Background: an optimization exercise with open tools, aiming at small area. Do not read the settings as production practice. In this exercise RTL edits were held to simulation tests only and were not proved equivalent to the original.

<file path="flow/config.mk">
export PLATFORM = sky130hd
export DESIGN_NAME = filtering
export DESIGN_NICKNAME = filtering
export VERILOG_FILES = /design/flow/design.v
export SDC_FILE = /design/flow/constraint.sdc
export NUM_CORES = 4
export LEC_CHECK = 0
export CAP_MARGIN = 20
export CORE_MARGIN = 2
export CORE_UTILIZATION = 40
export SLEW_MARGIN = 20
</file>
<file path="flow/constraint.sdc">
create_clock -name core_clock -period 13.0 [get_ports {clock}]
set_input_delay 2.6000 -clock core_clock [delete_from_list [all_inputs] [get_ports {clock}]]
set_output_delay 2.6000 -clock core_clock [all_outputs]
set_load 0.01 [all_outputs]
</file>
<file path="flow/design.v">
`timescale 1ns / 1ps
module filtering(
input clock,
input reset,
input [3:0]sel_module,  
input [23:0] rgb_C,
input [7:0] gray_center,
input [7:0] gray_up,
input [7:0] gray_down,
input [7:0] gray_right,
input [7:0] gray_right_down,
input [7:0] gray_right_up,
input [7:0] gray_left,
input [7:0] gray_left_down,
input [7:0] gray_left_up,
input [10:0] Hcount_in,
input [10:0] Vcount_in,
output reg [3:0]red,
output reg [3:0] green,
output reg [3:0] blue, 
output reg [10:0] hc,
output reg [10:0] vc,
input Nblank
);
    reg [7:0] gray_nxt, left_nxt, right_nxt, up_nxt, down_nxt, leftup_nxt, leftdown_nxt, rightup_nxt, rightdown_nxt;      
    reg[7:0] red_o, blue_o, green_o,red_o_nxt,blue_o_nxt,green_o_nxt;             
    reg [15:0] r, b, g;
    reg [15:0] r_nxt,g_nxt,b_nxt;                          
    localparam [7:0] val = 8'b00000110;            
   	reg [7:0] tred,tgreen,tblue,tred_nxt,tgreen_nxt,tblue_nxt;
   	reg [3:0] red_nxt,green_nxt,blue_nxt;
   always @(posedge clock) begin
      vc <= Vcount_in;
      hc <= Hcount_in;
end
always @(posedge clock)begin
    if(reset)begin
        red<=4'b0000;
        green<=4'b0000;
        blue<=4'b0000;
        tred <= 8'b0000_0000;
        tblue<= 8'b0000_0000;
        tgreen<= 8'b0000_0000;
        red_o <= 8'b0000_0000;
        green_o <= 8'b0000_0000;
        blue_o <= 8'b0000_0000;
        r<={16{1'b0}};
        g<={16{1'b0}};
        b<={16{1'b0}};
    end else begin
        red<=red_nxt;
        green<=green_nxt;
        blue<=blue_nxt;
        tred<=tred_nxt;
        tgreen<=tgreen_nxt;
        tblue<=tblue_nxt;
        red_o<=red_o_nxt;
        green_o<=green_o_nxt;
        blue_o<=blue_o_nxt;
        r<=r_nxt;
        g<=g_nxt;
        b<=b_nxt;
    end
end
always @*
	begin		
            red_nxt = red;
            green_nxt = green;
            blue_nxt = blue;
            r_nxt = r;
            g_nxt = g;
            b_nxt = b;
            red_o_nxt = red_o;
            green_o_nxt = green_o;
            blue_o_nxt = blue_o;
            tred_nxt = tred;
            tgreen_nxt = tgreen;
            tblue_nxt = tblue;
            if(Nblank == 1'b1)
            begin
                tblue_nxt= rgb_C[23:16];
                tgreen_nxt = rgb_C[15:8];
                tred_nxt = rgb_C[7:0];
              if(sel_module == 4'b0000)begin
                    tblue_nxt  = rgb_C[23:16];
                    tgreen_nxt = rgb_C[15:8];
                    tred_nxt   = rgb_C[7:0];
                    red_o_nxt   = tred_nxt[7:4];
                    green_o_nxt = tgreen_nxt[7:4];
                    blue_o_nxt  = tblue_nxt[7:4];
                    red_nxt   = {red_o[3],   red_o[2],   red_o[1],   red_o[0]};
                    green_nxt = {green_o[3], green_o[2], green_o[1], green_o[0]};
                    blue_nxt  = {blue_o[3],  blue_o[2],  blue_o[1],  blue_o[0]};                      
                    end
                     else if(sel_module == 4'b0001)begin
                            r_nxt = tred + val;
                            g_nxt = tgreen + val;
                            b_nxt = tblue + val;
                            if(r > 255)begin
                                red_o_nxt = 255/16;
                            end else begin
                                red_o_nxt = r[7:0]/16;
                            end
                            if(g > 255)begin
                                green_o_nxt = 255/16;
                            end else begin
                                green_o_nxt = g[7:0]/16;
                            end
                            if(b > 255)begin
                                blue_o_nxt = 255/16;
                            end else begin
                                blue_o_nxt = b[7:0]/16;
                            end
                            red_nxt = {red_o[3],red_o[2], red_o[1], red_o[0]};
                            green_nxt = {green_o[3],green_o[2], green_o[1], green_o[0]};
                            blue_nxt = {blue_o[3],blue_o[2], blue_o[1], blue_o[0]};
                        end
                    else if(sel_module == 4'b0010) begin
                            r_nxt = tred - val;
                            g_nxt = tgreen - val;
                            b_nxt = tblue - val;
                            if(r > 256)begin
                                red_o_nxt = 0;
                            end else begin
                                red_o_nxt = r[7:0] / 16;
                            end
                            if(g > 256)begin
                                green_o_nxt = 0;
                            end else begin
                                green_o_nxt = g[7:0] / 16;
                            end
                            if(b > 256)begin
                                blue_o_nxt = 0;
                            end else begin
                                blue_o_nxt = b[7:0] / 16;
                            end
                            red_nxt = {red_o[3],red_o[2], red_o[1], red_o[0]};
                            green_nxt = {green_o[3],green_o[2], green_o[1], green_o[0]};
                            blue_nxt = {blue_o[3],blue_o[2], blue_o[1], blue_o[0]};
                        end
                    else if(sel_module == 4'b0011)begin
                        red_o_nxt = ((tred >> 2) + (tred >> 5) + (tgreen >> 1) + (tgreen >> 4)+ (tblue >> 4) + (tblue >> 5))/16;
                        green_o_nxt = ((tred >> 2) + (tred >> 5) + (tgreen >> 1) + (tgreen >> 4)+ (tblue >> 4) + (tblue >> 5))/16;
                        blue_o_nxt = ((tred >> 2) + (tred >> 5) + (tgreen >> 1) + (tgreen >> 4)+ (tblue >> 4) + (tblue >> 5))/16;
                        red_nxt = {red_o[3],red_o[2], red_o[1], red_o[0]};
                        green_nxt = {green_o[3],green_o[2], green_o[1], green_o[0]};
                        blue_nxt = {blue_o[3],blue_o[2], blue_o[1], blue_o[0]}; 
                        r_nxt= red_o ;
                        g_nxt= green_o;
                        b_nxt= blue_o;  
                            end
                 else if(sel_module == 4'b0100)begin         
                        blue_o_nxt = tblue/16;
                        green_o_nxt = tgreen/16;
                        red_o_nxt = 255;
                        red_nxt = {red_o[3],red_o[2], red_o[1], red_o[0]};
                        green_nxt = {green_o[3],green_o[2], green_o[1], green_o[0]};
                        blue_nxt = {blue_o[3],blue_o[2], blue_o[1], blue_o[0]};
                        g_nxt= green_o;
                        b_nxt= blue_o;  
                        r_nxt = red_o;
                    end
               else if(sel_module == 4'b0101) begin
                        red_o_nxt = tred/16;
                        green_o_nxt = tgreen/16;
                        blue_o_nxt = 255;
                        red_nxt = {red_o[3],red_o[2], red_o[1], red_o[0]};
                        green_nxt = {green_o[3],green_o[2], green_o[1], green_o[0]};
                        blue_nxt = {blue_o[3],blue_o[2], blue_o[1], blue_o[0]};
                        r_nxt= red_o ;
                        g_nxt= green_o;
                        b_nxt = blue_o;
                    end
                else if(sel_module == 4'b0110)begin
                        red_o_nxt = tred/16;
                        blue_o_nxt = tblue/16;
                        green_o_nxt = 255;
                        red_nxt = red_o[3:0];
                        green_nxt = green_o[3:0];
                        blue_nxt = blue_o[3:0];
                        r_nxt= red_o ;
                        b_nxt= blue_o;  
                        g_nxt = green_o;
                    end
                else if(sel_module == 4'b0111)begin
                        red_o_nxt = tred/16;
                        blue_o_nxt = tblue/16;
                        green_o_nxt = tgreen/16;
                        red_nxt = rgb_C[3:0];
                        green_nxt = rgb_C[11:8];
                        blue_nxt = rgb_C[19:16];
                        r_nxt= red_o ;
                        g_nxt= green_o;
                        b_nxt= blue_o;
                    end
                else if(sel_module == 4'b1000)begin
                       r_nxt = (gray_center + gray_left + gray_right + gray_up +gray_down +gray_left_up +gray_left_down +gray_right_up +gray_right_down)/9;
                       red_o_nxt = r/16;
                       blue_o_nxt = r/16;
                       green_o_nxt = r/16;
                       red_nxt = red_o[3:0];
                       green_nxt = green_o[3:0];
                       blue_nxt = blue_o[3:0];                
                       g_nxt= green_o;
                       b_nxt= blue_o;
                   end
                else if(sel_module == 4'b1001)begin
                       r_nxt = ((gray_right_up)- gray_left_up + (2*gray_right) - (2*gray_left) + gray_right_down - gray_left_down);
                       g_nxt = ((gray_right_up) + (2*gray_up) + gray_left_up - gray_right_down - (2*gray_down) - gray_left_down);
                       if(r > 1024 & g > 1024)begin
                           b_nxt = -(r + g)/2;
                       end else if(r > 1024 & g < 1024)begin
                           b_nxt = (-r  + g)/2;
                       end else if(r < 1024 & g < 1024)begin
                           b_nxt = (r + g)/2;
                       end else begin
                           b_nxt = (r - g)/2;
                       end
                       red_o_nxt = b/16;
                       blue_o_nxt = b/16;
                       green_o_nxt = b/16;
                      red_nxt = red_o[3:0];
                      green_nxt = green_o[3:0];
                      blue_nxt = blue_o[3:0];
                end
                else if(sel_module == 4'b1010)begin
                            r_nxt = ((8*gray_center) - gray_left - gray_right - gray_up - gray_down - gray_left_up - gray_left_down - gray_right_up - gray_right_down);
                            if(r > 2048)begin
                               red_o_nxt = 0;
                               blue_o_nxt = 0;
                               green_o_nxt = 0;
                            end else if(r > 255) begin
                                  red_o_nxt = 255;
                                  blue_o_nxt = 255;
                                  green_o_nxt = 255;
                            end else begin
                               red_o_nxt = r;
                               blue_o_nxt = r;
                               green_o_nxt = r;
                            end
                           red_nxt = red_o>>4;
                           green_nxt = green_o>>4;
                           blue_nxt = blue_o>>4;
                           g_nxt= green_o;
                           b_nxt= blue_o;
                         end
               else if(sel_module == 4'b1011)begin
                        r_nxt = (gray_center + gray_left_down + gray_right_up)/3;
                        red_o_nxt = r/16;
                        blue_o_nxt = r/16;
                        green_o_nxt = r/16;
                       red_nxt = red_o[3:0];
                       green_nxt = green_o[3:0];
                       blue_nxt = blue_o[3:0];
                       g_nxt= green_o;
                       b_nxt= blue_o;
                     end            
                 else if(sel_module == 4'b1100)begin            
                   r_nxt = (gray_center + gray_left - gray_right - gray_up + gray_down + (2*gray_left_down) -(2*gray_right_up));
                       if(r > 1280)begin
                           red_o_nxt = 0;
                           blue_o_nxt = 0;
                           green_o_nxt = 0;
                       end else if(r > 255) begin
                           red_o_nxt = 255;
                           blue_o_nxt = 255;
                           green_o_nxt = 255;
                       end else begin
                           red_o_nxt = r;
                           blue_o_nxt = r;
                           green_o_nxt = r;
                       end
                       g_nxt= green_o;
                       b_nxt= blue_o;
                      red_nxt = red_o>>4;
                      green_nxt = green_o>>4;
                      blue_nxt = blue_o>>4;
               end
               else if(sel_module == 4'b1101)begin          
                      r_nxt = ((5*gray_center) - gray_left - gray_right - gray_up - gray_down);
                          if(r > 1280)begin
                              red_o_nxt = 0;
                              blue_o_nxt = 0;
                              green_o_nxt = 0;
                          end else if(r > 255) begin
                              red_o_nxt = 256;
                              blue_o_nxt = 256;
                              green_o_nxt = 256;
                          end else begin
                              red_o_nxt = r;
                              blue_o_nxt = r;
                              green_o_nxt = r;
                          end
                         red_nxt = red_o>>4;
                         green_nxt = green_o>>4;
                         blue_nxt = blue_o>>4;
                         g_nxt= green_o;
                         b_nxt= blue_o;
                  end
                else if(sel_module == 4'b1110)begin
                       r_nxt = (gray_up + gray_left_up + gray_right_up)/3;
                       red_o_nxt = r/16;
                       blue_o_nxt = r/16;
                       green_o_nxt = r/16;
                      red_nxt = red_o[3:0];
                      green_nxt = green_o[3:0];
                      blue_nxt = blue_o[3:0];
                      g_nxt= green_o;
                      b_nxt= blue_o;
                    end 
              else if(sel_module == 4'b1111)begin
                          r_nxt = (gray_right_up  + (2*gray_up) + gray_left_up + (2*gray_right) + (4*gray_center) + (2*gray_left) + gray_right_down + (2*gray_down) + (2*gray_left_down))/16;
                          red_o_nxt = r/16;
                          blue_o_nxt = r/16;
                          green_o_nxt = r/16;
                         red_nxt = red_o[3:0];
                         green_nxt = green_o[3:0];
                         blue_nxt = blue_o[3:0];
                         g_nxt= green_o;
                         b_nxt= blue_o;
                  end 
             else begin
                red_nxt = red;
               green_nxt = green;
               blue_nxt = blue;
               r_nxt= r ;
               g_nxt= g;
               b_nxt= b; 
               red_o_nxt = red_o;
               blue_o_nxt = blue_o;
               green_o_nxt = green_o;  
               tblue_nxt= rgb_C[23:16];
               tgreen_nxt = rgb_C[15:8];
               tred_nxt = rgb_C[7:0];
             end         
        end    
            else
                  begin
                      red_nxt = 0;
                      green_nxt = 0;
                      blue_nxt = 0;
                      r_nxt= 0 ;
                      g_nxt= 0;
                      b_nxt= 0; 
                      red_o_nxt = 0;
                      blue_o_nxt = 0;
                      green_o_nxt = 0;  
                      tblue_nxt= rgb_C[23:16];
                      tgreen_nxt = rgb_C[15:8];
                      tred_nxt = rgb_C[7:0];                  
   end           
 end  
    endmodule
</file>
<file path="flow/run.sh">
#!/bin/bash
# synth_recipe.tcl (not shown) runs the flow's synth.tcl, then flattens the netlist and writes it again
# the make line also repeats each setting of config.mk as NAME=value (left out here)
make -C /OpenROAD-flow-scripts/flow DESIGN_CONFIG=/design/flow/config.mk WORK_HOME=/design/flow/orfs CLKGATE_MAP_FILE= SYNTH_SCRIPT=/design/flow/synth_recipe.tcl finish
</file>
==> impl_metrics.toml <==
[status]
status = "complete, no violations"

[global_route]
grt_max_degree = 41
antenna_found_initial = 3
grt_use_total_pct = 29.5
grt_pass1_vias = 23283
grt_pass1_wl_mm = 142
overflow = 0

[yosys]
syn-num-nets = 3647
synth_area_leaders = "fa_1, ha_1, dfxtp_1"
async_flop_share_pct = 0
synth_area_sq_um = 24500
synth.distinct_cells = 106
syn_area_per_cell_sq_um = 8.12
synth_seq_area_share_pct = 10.6
syn-instance-count = 3014
synth.top_cell.area_share_pct = 20.0
synth-seq-cells = 130
yosysWarnings = 1
synth-edff-count = 0
yosysTopAreaCell = "fa_1"
synth_ff_type = "dfxtp_1"

[placed_design]
place_congestion = 0.978
port_buffers = 158
place_hpwl_mm = 79.3

[timing]
tns_ns = 0
maxSlewHeadroom_pct = 30.6
timing.final.crit_share_pct = 95.9
period_minus_slack_ns = 12.47
setup_viol = 0
final-hold-violation-count = 0
fmax_ghz = 0.0802
fin_hold_ws_ns = 0.463
clock_skew_ns = 0.0129
slew_viol_final = 0
worst_pin_slew_ns = 1.04

[setup_path]
slowest_delay_ns = 0.61
worst_ep_required_time_ns = 13.33
timing.rr.end = "b[15]$_SDFFE_PP0P_"
worst_ep_arrival_time_ns = 12.80
ff2ff_path_depth = 22
crit_top_cell = "fa_1"
critPathKind = "input pin to register"
cp_max_fo = 7
cp-start-kind = "input pin"
end_kind = "register"
worstSetupEndpoint = "r[1]$_SDFFE_PP0P_"
rrSetupSlack_ns = 7.74
crit_start = "gray_center[1]"
slowest_stage = "or4b_4"
r2r_start = "r[0]$_SDFFE_PP0P_"

[floorplanning]
ios = 159
coreArea_sq_um = 60500
rows = 90
initial_core_util_pct = 40.5
dieWidth_um = 251
die_h_um = 251
dieArea_sq_um = 63200

[layout]
antenna_cells = 0
area_growth_pct = 15.2
nNetsFinal = 3838
most-common-layout-cells = "inv_1, ha_1, a21oi_1"
drive_above_1_share_pct = 6.74
nFillCells = 5987
final_common_cell = "inv_1"

[clock_network]
cts-resized-gates = 0
cts-root-buf = "clkbuf_16"
post_cts_buffers = 0
cts.clk_slew.worst_paths_ns = 0.06
ctsHtreeMaxLevel = 4
clockBufferDepth = 2
cts_sinks = 130
cts_tree = "done"
numCtsBuffers = 17
cts-hold-fix-buffers = 0
worstSkewPairLatency_ns = 0.45

[routing]
drt_iter0_drc = 1967
drc = 0
vias_per_cell = 5.85
drtPass1Iterations = 6
post_drt_wl_per_cell_um = 23.4
antenna_left = 0
wirelength_mm = 93.6
vias = 23400

[worst_hold_path]
min_path_type = "register to register"

[job]
drv_cap = 0
## flip-flops by register name (all words and copies together) (netlist names)
| signal | flops |
|---|---|
| tred | 8 |
| red | 4 |
| b | 16 |
| vc | 11 |
| tblue | 8 |
| hc | 11 |
| green_o | 8 |
| green | 4 |
| r | 16 |
| red_o | 8 |
| blue_o | 8 |
| tgreen | 8 |
| g | 16 |
| blue | 4 |
## area by class of cell
class                      instances  area, sq um  area share, %
tap                              782          978           3.47
sequential                       130         2600           9.23
clock inverter                    13          165          0.586
inverter                         449         1690           5.98
multi-input combinational       2345        20000           70.8
clock buffer                      19          443           1.57
timing repair buffer             262         2360           8.36
## worst max-delay path: cells and delay by family
family	cells	cell delay (ns)
AND/OR/NAND/NOR	10	2.47
AO/OA/AOI/OAI	16	3.63
XOR/XNOR	1	0.20
adder cells (fa/ha/maj)	6	2.63
buffers and inverters	6	1.22
## stage by stage
step / setup slack (ns) / utilization [%] / area (sq um) / cells
after CTS: 0.303 / 46.4 / 28100 / 4000
after global routing: -0.00461 / 46.6 / 28200 / 4000
after detailed placement: -0.106 / 45.4 / 27500 / 3968
final: 0.533 / 46.6 / 28200 / 4000
after global placement: -0.0299 / 45.4 / 27500 / 3968
after floorplan: 0.676 / - / 24500 / 3014
## how the worst min path moves through the flow
stage                        from            endpoint  cells after the start
3_3_place_gp    b[2]$_SDFFE_PP0P_   b[2]$_SDFFE_PP0P_                      2
5_1_grt         b[2]$_SDFFE_PP0P_   b[2]$_SDFFE_PP0P_                      2
3_5_place_dp   b[12]$_SDFFE_PP0P_  b[12]$_SDFFE_PP0P_                      2
4_1_cts        b[12]$_SDFFE_PP0P_  b[12]$_SDFFE_PP0P_                      2
6_report       b[12]$_SDFFE_PP0P_  b[12]$_SDFFE_PP0P_                      2
2_1_floorplan  b[12]$_SDFFE_PP0P_  b[12]$_SDFFE_PP0P_                      2
## Yosys cell counts, drive strengths merged, types with 9 or more instances
cell type and instances:
inv 449, xor2 50, o211ai 39, a211o 9
nor4 16, o21a 24, and2 15, a21boi 10
nor3 53, o21ai 161, mux2i 30, a211oi 56
o21bai 69, nand2 159, a22oi 19, nor2b 56
clkbuf 78, o31ai 12, o221ai 25, buf 12
o211a 14, a21oi 260, and3 18, ha 263
or3 14, dfxtp 130, xnor2 166, a21o 83
a31oi 32, nand3 43, or2 9, fa 245
a221oi 20, nand2b 29, nor2 222, nand4 12
o22ai 15
## logic make-up (layout without fill, tap and decap cells)
group / count (synthesis) / count (layout) / share of synthesized area [%]
mux: 31 / 31 / 1.27
buf+inv: 539 / 743 / 8.34
xor+xnor: 216 / 216 / 7.79
compound gates: 920 / 920 / 25.3
fa+ha+maj: 510 / 510 / 33.6
flops: 130 / 130 / 10.6
simple gates: 668 / 668 / 13.1
## layer usage
metal / wire length, um / vias up / global-route usage [%] / part of all wire [%]
met5: 23 / - / 0 / 0.025
met1: 41400 / 11434 / 41.2 / 44
met2: 41100 / 994 / 46.5 / 44
met3: 7380 / 189 / 4.45 / 7.9
met4: 3600 / 4 / 9.66 / 3.8
li1: - / 10779 / - / -

port drivers added, routing unchanged:
The results above use ideal ports. As a check the final layout listed here was re-extracted and re-timed, cells and wires unchanged.
Step 1: set_driving_cell puts a clkbuf_16 on clock and a buf_2 on each other input, an assumption about the parent block.
Step 2 moves the port delays by t, midway between the first and last clock arrival at a register: inputs arrive t later, outputs are due t later. That takes back most of the time a late clock gives input paths.
a / b / c = ideal ports / drivers / drivers and shift; a / b = the first two.
t, ns: 0.494
setup slack, ns: 0.533 / 0.565 / 0.071
clock arrival spread, ns: 0.013 / 0.013
After both steps setup and hold are still met in this run. The setup slack of this run moves by +0.032 ns with the drivers and by -0.462 ns with both steps.
